Context: an optimization exercise on an open-source flow, tuned for small area and a short achievable clock period. The choices shown serve that exercise and are no tape-out recipe.
No functional check of the RTL was part of any run shown here.
Power figures rest on the tool's default switching activity, not on a simulated workload.

==> flow/design.v (outline; a module is shown in full before it is edited, if it fits) <==
// module neurona_capa_1: 1528 lines
// module nfa: 4 lines
// module nha: 4 lines
// module nx2: 3 lines
// module nmx: 3 lines
// module nmj: 3 lines
// module nxn2: 3 lines
module neurona_capa_1(
    weight_0, weight_1, weight_2, weight_3, weight_4, weight_5, weight_6, weight_7, weight_8, weight_9, weight_10, weight_11, weight_12, weight_13, weight_14, weight_15, weight_16, weight_17, weight_18, weight_19, weight_20, weight_21, weight_22, weight_23, weight_24, weight_25, weight_26, weight_27, weight_28, weight_29, weight_30, weight_31, weight_32, weight_33, weight_34, weight_35, weight_36, weight_37, weight_38, weight_39, weight_40, weight_41, weight_42, weight_43, weight_44, weight_45, weight_46, weight_47, weight_48,
    pixel_0, pixel_1, pixel_2, pixel_3, pixel_4, pixel_5, pixel_6, pixel_7, pixel_8, pixel_9, pixel_10, pixel_11, pixel_12, pixel_13, pixel_14, pixel_15, pixel_16, pixel_17, pixel_18, pixel_19, pixel_20, pixel_21, pixel_22, pixel_23, pixel_24, pixel_25, pixel_26, pixel_27, pixel_28, pixel_29, pixel_30, pixel_31, pixel_32, pixel_33, pixel_34, pixel_35, pixel_36, pixel_37, pixel_38, pixel_39, pixel_40, pixel_41, pixel_42, pixel_43, pixel_44, pixel_45, pixel_46, pixel_47, pixel_48,
    clk, out
);
  // ...
==> flow/flow/run.sh <==
#!/bin/bash
# Own layout flow: the standard flow (standard.sh, unchanged synthesis),
# except that the port buffers buffer_ports inserts are buf_1 cells rather
# than the default it picks; timing repair resizes them where needed.
set -euo pipefail
export BUFFER_PORTS_ARGS="-buffer_cell sky130_fd_sc_hd__buf_1"
bash standard.sh > standard.log 2>&1
==> flow/standard.sh <==
#!/bin/bash
# synth_recipe.tcl (not shown) runs the flow's synth.tcl, then flattens the netlist and writes it again
# the make line also repeats each setting of config.mk as NAME=value (left out here)
make -C /OpenROAD-flow-scripts/flow DESIGN_CONFIG=/design/flow/config.mk WORK_HOME=/design/flow/orfs CLKGATE_MAP_FILE= SYNTH_SCRIPT=/design/flow/synth_recipe.tcl "${@:-finish}"
==> flow/config.mk <==
export PLATFORM = sky130hd
export DESIGN_NAME = neurona_capa_1
export DESIGN_NICKNAME = neurona_capa_1
export VERILOG_FILES = /design/flow/design.v
export SDC_FILE = /design/flow/constraint.sdc
export NUM_CORES = 4
export LEC_CHECK = 0
export ABC_AREA = 1
export CAP_MARGIN = 20
export CORE_MARGIN = 2
export CORE_UTILIZATION = 40
export SETUP_SLACK_MARGIN = 4.7
export SLEW_MARGIN = 20
export SYNTH_HIERARCHICAL = 1
export SYNTH_MINIMUM_KEEP_SIZE = 0
==> flow/constraint.sdc <==
create_clock -name core_clock -period 8.0 [get_ports {clk}]
set_input_delay 1.6000 -clock core_clock [delete_from_list [all_inputs] [get_ports {clk}]]
set_output_delay 1.6000 -clock core_clock [all_outputs]
set_load 0.01 [all_outputs]
==> out/results.ini, run 1 <==
[logic_synthesis]
synth_cells=2172
netlist_area_mm2=0.0141
synthSimpleGateAreaFrac=0.369
synth_top_area_frac=0.330
synth_top_family_by_area=simple AND/OR/NAND/NOR gates
synth-warning-count=7
synthMuxAreaShare=0
synth_area_per_cell_um2=6.51

[hold_path]
min_delay_path_depth=2

[cells_and_area]
largest_cell_class=multi-input combinational cells
seq_cell_count=111
finish.instance_area_mm2=0.0168
nets=3254
layout_common_cells=1169 x nand2_1, 459 x inv_1, 400 x buf_1

[route]
post_drt_wl_per_cell_um=18.2
top_layer_used=met5
wl_met3_um=4000
wirelength_um=55400
wl_met1_um=21700

[pwr]
power_clock_mw=0.459
p_seq_frac=0.164
pwr-share-clk=0.072

[placed_design]
io_buffers=449
dp_hpwl_um=48500

[run_status]
status=complete, no violations

[critical_path]
critPathLaunch=pixel_28
r2r-end=r2_p758
cp-endpoint=r1[23]
worst_path_most_repeated_cell=fa_1
timing.rr.start=r1[40]

[clock_tree]
cts.htree.levels=3
numCtsBuffers=9
cts.clk_slew.worst_paths_ns=0.08
clock_latency_ns=0.35

[floorplan]
ioPinCount=450
die_area_mm2=0.0369

[timing]
setup-violations-final=0
finalWorstSetupSlack_ns=4.70

[global_route]
grt_max_degree=21

==> run 2, diff against run 1 <==
--- a/flow/design.v
+++ b/flow/design.v
@@ -891,55 +891,49 @@
     wire h737;
     wire g738;
     wire h739;
     wire g740;
     wire h741;
     wire g742;
     wire h743;
     wire g744;
-    wire h745;
-    wire g746;
-    wire h747;
-    wire g748;
+    wire p745;
+    wire p746;
+    wire p747;
+    wire p748;
     wire p749;
     wire p750;
     wire p751;
     wire p752;
     wire p753;
     wire p754;
     wire p755;
     wire p756;
     wire p757;
     wire p758;
     wire p759;
-    wire p760;
-    wire p761;
-    wire p762;
-    wire p763;
-    wire p764;
-    wire p765;
-    wire p766;
-    wire p767;
+    wire x760;
+    wire x761;
+    wire x762;
+    wire x763;
+    wire h764;
+    wire g765;
+    wire h766;
+    wire g767;
     wire p768;
     wire p769;
     wire p770;
     wire p771;
     wire p772;
     wire p773;
     wire p774;
-    wire p775;
-    wire p776;
+    wire x775;
+    wire x776;
     wire x777;
-    wire x778;
-    wire x779;
-    wire x780;
-    wire x781;
-    wire x782;
-    wire x783;
     nxn2 u_x1 (.a(nb_0[4]), .b(nb_10[4]), .y(x1));
     assign p2 = nb_0[4] | nb_10[4];
     nxn2 u_x3 (.a(nb_0[5]), .b(nb_10[5]), .y(x3));
     assign p4 = nb_0[5] | nb_10[5];
     nfa u_s5 (.a(nb_0[0]), .b(nb_10[0]), .ci(nb_11[0]), .s(s5), .co(c6));
     nfa u_s7 (.a(nb_12[0]), .b(nb_13[0]), .ci(nb_14[0]), .s(s7), .co(c8));
     nfa u_s9 (.a(nb_15[0]), .b(nb_16[0]), .ci(nb_17[0]), .s(s9), .co(c10));
     nfa u_s11 (.a(nb_18[0]), .b(nb_19[0]), .ci(nb_1[0]), .s(s11), .co(c12));
@@ -1442,94 +1436,72 @@
     nx2 u_x732 (.a(c705), .b(x731), .y(x732));
     nx2 u_x733 (.a(c708), .b(x732), .y(x733));
     nx2 u_x734 (.a(g710), .b(x733), .y(x734));
     nha u_h735 (.a(r1[2]), .b(h523), .s(h735), .co(g736));
     nha u_h737 (.a(s532), .b(h534), .s(h737), .co(g738));
     nha u_h739 (.a(s555), .b(h557), .s(h739), .co(g740));
     nha u_h741 (.a(s587), .b(h589), .s(h741), .co(g742));
     nha u_h743 (.a(s625), .b(h627), .s(h743), .co(g744));
-    nha u_h745 (.a(s666), .b(h668), .s(h745), .co(g746));
-    nha u_h747 (.a(s707), .b(h709), .s(h747), .co(g748));
-    assign p749 = g738 | (h737 & g736);
-    assign p750 = g740 | (h739 & g738);
-    assign p751 = h739 & h737;
-    assign p752 = g742 | (h741 & g740);
-    assign p753 = h741 & h739;
-    assign p754 = g744 | (h743 & g742);
-    assign p755 = h743 & h741;
-    assign p756 = g746 | (h745 & g744);
-    assign p757 = h745 & h743;
-    assign p758 = g748 | (h747 & g746);
-    assign p759 = h747 & h745;
-    assign p760 = x734 & g748;
-    assign p761 = x734 & h747;
-    assign p762 = p750 | (p751 & g736);
-    assign p763 = p752 | (p753 & p749);
-    assign p764 = p754 | (p755 & p750);
-    assign p765 = p755 & p751;
-    assign p766 = p756 | (p757 & p752);
-    assign p767 = p757 & p753;
-    assign p772 = p764 | (p765 & g736);
-    assign p773 = p766 | (p767 & p749);
-    assign p776 = ~h735;
-    nxn2 u_x777 (.a(h737), .b(g736), .y(x777));
-    nxn2 u_x778 (.a(h739), .b(p749), .y(x778));
-    nxn2 u_x779 (.a(h741), .b(p762), .y(x779));
-    nxn2 u_x780 (.a(h743), .b(p763), .y(x780));
-    nxn2 u_x781 (.a(h745), .b(p772), .y(x781));
+    assign p745 = g738 | (h737 & g736);
+    assign p746 = h737 & h735;
+    assign p747 = g740 | (h739 & g738);
+    assign p748 = h739 & h737;
+    assign p749 = g742 | (h741 & g740);
+    assign p750 = h741 & h739;
+    assign p751 = g744 | (h743 & g742);
+    assign p752 = h743 & h741;
+    assign p753 = p747 | (p748 & g736);
+    assign p754 = p749 | (p750 & p745);
+    assign p755 = p750 & p746;
+    assign p756 = p751 | (p752 & p747);
+    assign p757 = p752 & p748;
+    assign p758 = p756 | (p757 & g736);
+    assign p759 = ~h735;
+    nxn2 u_x760 (.a(h737), .b(g736), .y(x760));
+    nxn2 u_x761 (.a(h739), .b(p745), .y(x761));
+    nxn2 u_x762 (.a(h741), .b(p753), .y(x762));
+    nxn2 u_x763 (.a(h743), .b(p754), .y(x763));
+    nha u_h764 (.a(s666), .b(h668), .s(h764), .co(g765));
+    nha u_h766 (.a(s707), .b(h709), .s(h766), .co(g767));
+    reg r2_g765;
+    reg r2_h764;
     reg r2_p758;
-    reg r2_p759;
-    reg r2_p754;
-    reg r2_p755;
-    reg r2_p760;
-    reg r2_p761;
-    reg r2_p756;
-    reg r2_p757;
-    reg r2_p762;
-    reg r2_p763;
-    reg r2_h747;
-    reg r2_p773;
+    reg r2_g767;
+    reg r2_h766;
     reg r2_x734;
-    reg r2_p776;
-    reg r2_x777;
-    reg r2_x778;
-    reg r2_x779;
-    reg r2_x780;
-    reg r2_x781;
+    reg r2_p759;
+    reg r2_x760;
+    reg r2_x761;
+    reg r2_x762;
+    reg r2_x763;
     always @(posedge clk) begin
+        r2_g765 <= g765;
+        r2_h764 <= h764;
         r2_p758 <= p758;
-        r2_p759 <= p759;
-        r2_p754 <= p754;
-        r2_p755 <= p755;
-        r2_p760 <= p760;
-        r2_p761 <= p761;
-        r2_p756 <= p756;
-        r2_p757 <= p757;
-        r2_p762 <= p762;
-        r2_p763 <= p763;
-        r2_h747 <= h747;
-        r2_p773 <= p773;
+        r2_g767 <= g767;
+        r2_h766 <= h766;
         r2_x734 <= x734;
-        r2_p776 <= p776;
-        r2_x777 <= x777;
-        r2_x778 <= x778;
-        r2_x779 <= x779;
-        r2_x780 <= x780;
-        r2_x781 <= x781;
+        r2_p759 <= p759;
+        r2_x760 <= x760;
+        r2_x761 <= x761;
+        r2_x762 <= x762;
+        r2_x763 <= x763;
     end
-    assign p768 = r2_p758 | (r2_p759 & r2_p754);
-    assign p769 = r2_p759 & r2_p755;
-    assign p770 = r2_p760 | (r2_p761 & r2_p756);
-    assign p771 = r2_p761 & r2_p757;
-    assign p774 = p768 | (p769 & r2_p762);
-    assign p775 = p770 | (p771 & r2_p763);
-    nxn2 u_x782 (.a(r2_h747), .b(r2_p773), .y(x782));
-    nxn2 u_x783 (.a(r2_x734), .b(p774), .y(x783));
-    assign out = {x783, x782, r2_x781, r2_x780, r2_x779, r2_x778, r2_x777, r2_p776};
+    assign p768 = r2_g765 | (r2_h764 & r2_p758);
+    assign p769 = r2_g767 | (r2_h766 & r2_g765);
+    assign p770 = r2_h766 & r2_h764;
+    assign p771 = r2_x734 & r2_g767;
+    assign p772 = r2_x734 & r2_h766;
+    assign p773 = p769 | (p770 & r2_p758);
+    assign p774 = p771 | (p772 & p768);
+    nxn2 u_x775 (.a(r2_h764), .b(r2_p758), .y(x775));
+    nxn2 u_x776 (.a(r2_h766), .b(p768), .y(x776));
+    nxn2 u_x777 (.a(r2_x734), .b(p773), .y(x777));
+    assign out = {x777, x776, x775, r2_x763, r2_x762, r2_x761, r2_x760, r2_p759};
 endmodule
 module nfa(input wire a, input wire b, input wire ci, output wire s, output wire co);
     assign s = a ^ b ^ ci;
     assign co = (a & b) | (a & ci) | (b & ci);
 endmodule
 module nha(input wire a, input wire b, output wire s, output wire co);
     assign s = a ^ b;
     assign co = a & b;
==> flow/config.mk (replaced) <==
export PLATFORM = sky130hd
export DESIGN_NAME = neurona_capa_1
export DESIGN_NICKNAME = neurona_capa_1
export VERILOG_FILES = /design/flow/design.v
export SDC_FILE = /design/flow/constraint.sdc
export NUM_CORES = 4
export LEC_CHECK = 0
export CAP_MARGIN = 20
export CORE_MARGIN = 2
export CORE_UTILIZATION = 40
export CTS_BUF_LIST = sky130_fd_sc_hd__clkbuf_4 sky130_fd_sc_hd__clkbuf_8
export SETUP_SLACK_MARGIN = 4.7
export SLEW_MARGIN = 20
export SYNTH_HIERARCHICAL = 1
export SYNTH_MINIMUM_KEEP_SIZE = 0
==> out/results.ini, run 2 <==
[pwr]
power_density_mw_per_mm2=504
p_leak_nw=4.97
vdd_drop_max_uv=614

[placed_design]
dpl_worst_slack_ns=3.76
place_congestion=0.950
io_buffers=449  ; unchanged
dp_hpwl_um=37900  ; -22%
dpl.cell_count=1853

[route]
post_drt_wl_per_cell_um=23.1  ; +26%
drtIter0Drc=436
vias=9151
ant_nets=0
via_per_inst=4.89
drc=0
wirelength_um=43200  ; -22%
dr.pass1.iters=5

[cells_and_area]
layout_commonest_cell=buf_1
largest_reg_flops=97
nets=2167  ; -33%
syn_to_final_growth_pct=22.0
top_register=r1
layout-drive-gt1-share=0.129
postLayoutCoreUtil=0.494
layout_common_cells=400 x buf_1, 354 x nand2_1, 210 x xor2_1
stdcell_count=1871
antenna_cells=0

[clock_tree]
cts_tree=built
clock_latency_ns=0.39  ; +0.04 ns
cts.htree.levels=3  ; unchanged
root_buffer=clkbuf_8
cts_max_path_buffers=2
cts.clk_slew.worst_paths_ns=0.11  ; +0.03 ns
clkSinkCount=108
numCtsBuffers=9  ; unchanged

[logic_synthesis]
dominantRegCellSynth=dfxtp_1
synth_top_cell_by_area=fa_1
ys_types=14
yosys-top-cells-area=fa_1 40%, dfxtp_1 19%, xor2_1 17%, nand2_1 13%, maj3_2 5.0%
mappedNetlistNets=1762
synth_area_per_cell_um2=10.3  ; +59%
synth_top_area_frac=0.398  ; +0.0684
synth-edff-count=0
synth-warning-count=7  ; unchanged
netlist_area_mm2=0.0112  ; -21%
synth_cells=1083  ; -50%
ys_ff_latch=108
seq_area_frac_synth=0.193
synth.top_cells.by_count=392 x nand2_1, 223 x fa_1, 212 x xor2_1, 108 x dfxtp_1, 50 x maj3_2
ys_async_sr_fraction=0
synthMostInstantiatedCell=nand2_1

[critical_path]
cp.arrival_ns=3.60
path_class=input pin to flop
reg2regPathDepth=10
r2r-end=r2_h766
start_kind=input pin
timing.rr.start=r1[56]
reg2reg_slack_ns=4.86
crit_path_end_kind=flop
crit_fanout=8
required_ns=8.27

[floorplan]
die_y_um=171
num_rows=61
ioPinCount=450  ; unchanged
initial_core_util=0.404
core_mm2=0.0277
die_w_um=171
die_area_mm2=0.0294  ; -20%

[hold_path]
hp-class=flop to flop
holdCritStartpoint=r1[2]
min_delay_path_depth=2  ; unchanged
hold-path-endpoint=r2_p759

[global_route]
grt_max_degree=19  ; -9.5%
antenna_found_initial=0
grt_pass1_vias=9652
grt_use_total=0.295
grt_first_pass_wirelength_um=59400
grt-ovfl-total=0

[timing]
fin_crit_sh=0.417
rsz0062_at_grt=yes
fin_worst_hold_slack_ns=0.517
finalMaxSlewViolations=0
fmax_mhz=300
final_hold_viol_count=0
finalCriticalPeriod_ns=3.33
fin_skew_ns=0.0117
setup-violations-final=0  ; unchanged
tns_ns=0
finalWorstSetupSlack_ns=4.67  ; -0.0345 ns
timing_worst_slew_pin_value_ns=0.459
relSlewSlack=0.693

[run]
maxCapViolCount=0

[run_status]
status=complete, no violations

run 2: what timing repair did:
item	4_1_cts	5_1_grt
pin swaps	0	4
hold buffers	0	0
endpoints found under the setup margin	87	14
buffers inserted	0	2
gates resized for setup	98	21
run 2: worst max-delay path: stages:
cell,delay [ns]
buf_2,0.23
nand2_1,0.11
fa_1,0.53
fa_2,0.68
fa_1,0.43
run 2: how the worst max path moves through the flow:
stage,from,slack [ns],cells past startpoint,to
finish,pixel_27,4.67,5,r1[23]
CTS,pixel_12,4.65,5,r1[54]
detailed placement,pixel_1,3.76,5,r1[54]
floorplan,pixel_44,4.63,5,r1[23]
global placement,pixel_1,3.78,5,r1[54]
global route,pixel_10,4.68,9,r1[96]
run 2: kinds of logic (layout without fill, tap and decap cells):
logic type	count (synthesis)	in the layout	share of synthesized area
xor+xnor	221	221	0.173
buf+inv	58	468	0.0221
flops	108	108	0.193
fa+ha+maj	287	287	0.464
mux	8	8	0.0107
simple gates	394	394	0.132
compound gates	7	7	0.00480
run 2: area by class of cell:
| cell class | instances | area [um2] |
|---|---|---|
| clock buffers | 11 | 139 |
| clock inverters | 5 | 45.0 |
| fillers | 2686 | 14000 |
| inverters | 1 | 3.75 |
| multi-input cells | 917 | 9010 |
| flip-flops and latches | 108 | 2160 |
| well taps | 378 | 473 |
| repair buffers | 451 | 1840 |
run 2: metrics by stage:
| step | power [mW] | instance area [um2] |
|---|---|---|
| final | 6.89 | 13700 |
| after global routing | 7.58 | 13700 |
| after CTS | 6.86 | 13600 |
| after detailed placement | 6.49 | 13300 |
| after global placement | 6.38 | 13300 |
| after floorplan | 5.42 | 11900 |
run 2: layer usage:
layer | GRT usage | routed length, um
met1 | 0.353 | 16200
met2 | 0.540 | 23000
met3 | 0.0400 | 2400
met4 | 0.104 | 1550
met5 | 0 | 0
run 2: modules after synthesis (local to each module, per instance):
module,copies in the design,flops+latches,cells,cell area [um2]
neurona_capa_1,1,108,567,3950
nfa,223,0,1,20.0
nha,14,0,1,12.5
nmj,50,0,1,11.3
nmx,8,0,1,15.0
nx2,212,0,1,8.76
nxn2,9,0,1,8.76
run 2: power breakdown:
part | internal [mW] | switching [mW] | total [mW]
clock network | 0.125 | 0.198 | 0.323
logic | 2.69 | 2.84 | 5.53
registers | 0.888 | 0.153 | 1.04

## static timing again, ports no longer ideal
The results above use ideal ports. As a check the final layouts listed here were re-extracted and re-timed, cells and wires unchanged. Step 1: set_driving_cell puts a clkbuf_16 on clk and a buf_2 on each other input, an assumption about the parent block. Step 2 adds t to the input delays and takes it off the output delays; t is the mean of the earliest and latest rising clock arrival at the registers after step 1. Input paths then give back, and output paths get back, about the clock's delay inside the block. Slacks: no drivers / after step 1 / after step 2; pairs: no drivers / after step 1.
| run | shift t [ns] | setup slack, ns | worst setup path at the end | pins driven straight from the clock port |
|---|---|---|---|---|
| run 1 | 0.399 | 4.702 / 4.726 / 4.327 | input to register | 1 |
| run 2 | 0.424 | 4.667 / 4.689 / 4.265 | input to register | 1 |
After both steps every run listed still meets setup and hold. For run 2, which loses most, drivers alone change the setup slack by +0.022 ns; drivers and shift together by -0.402 ns.
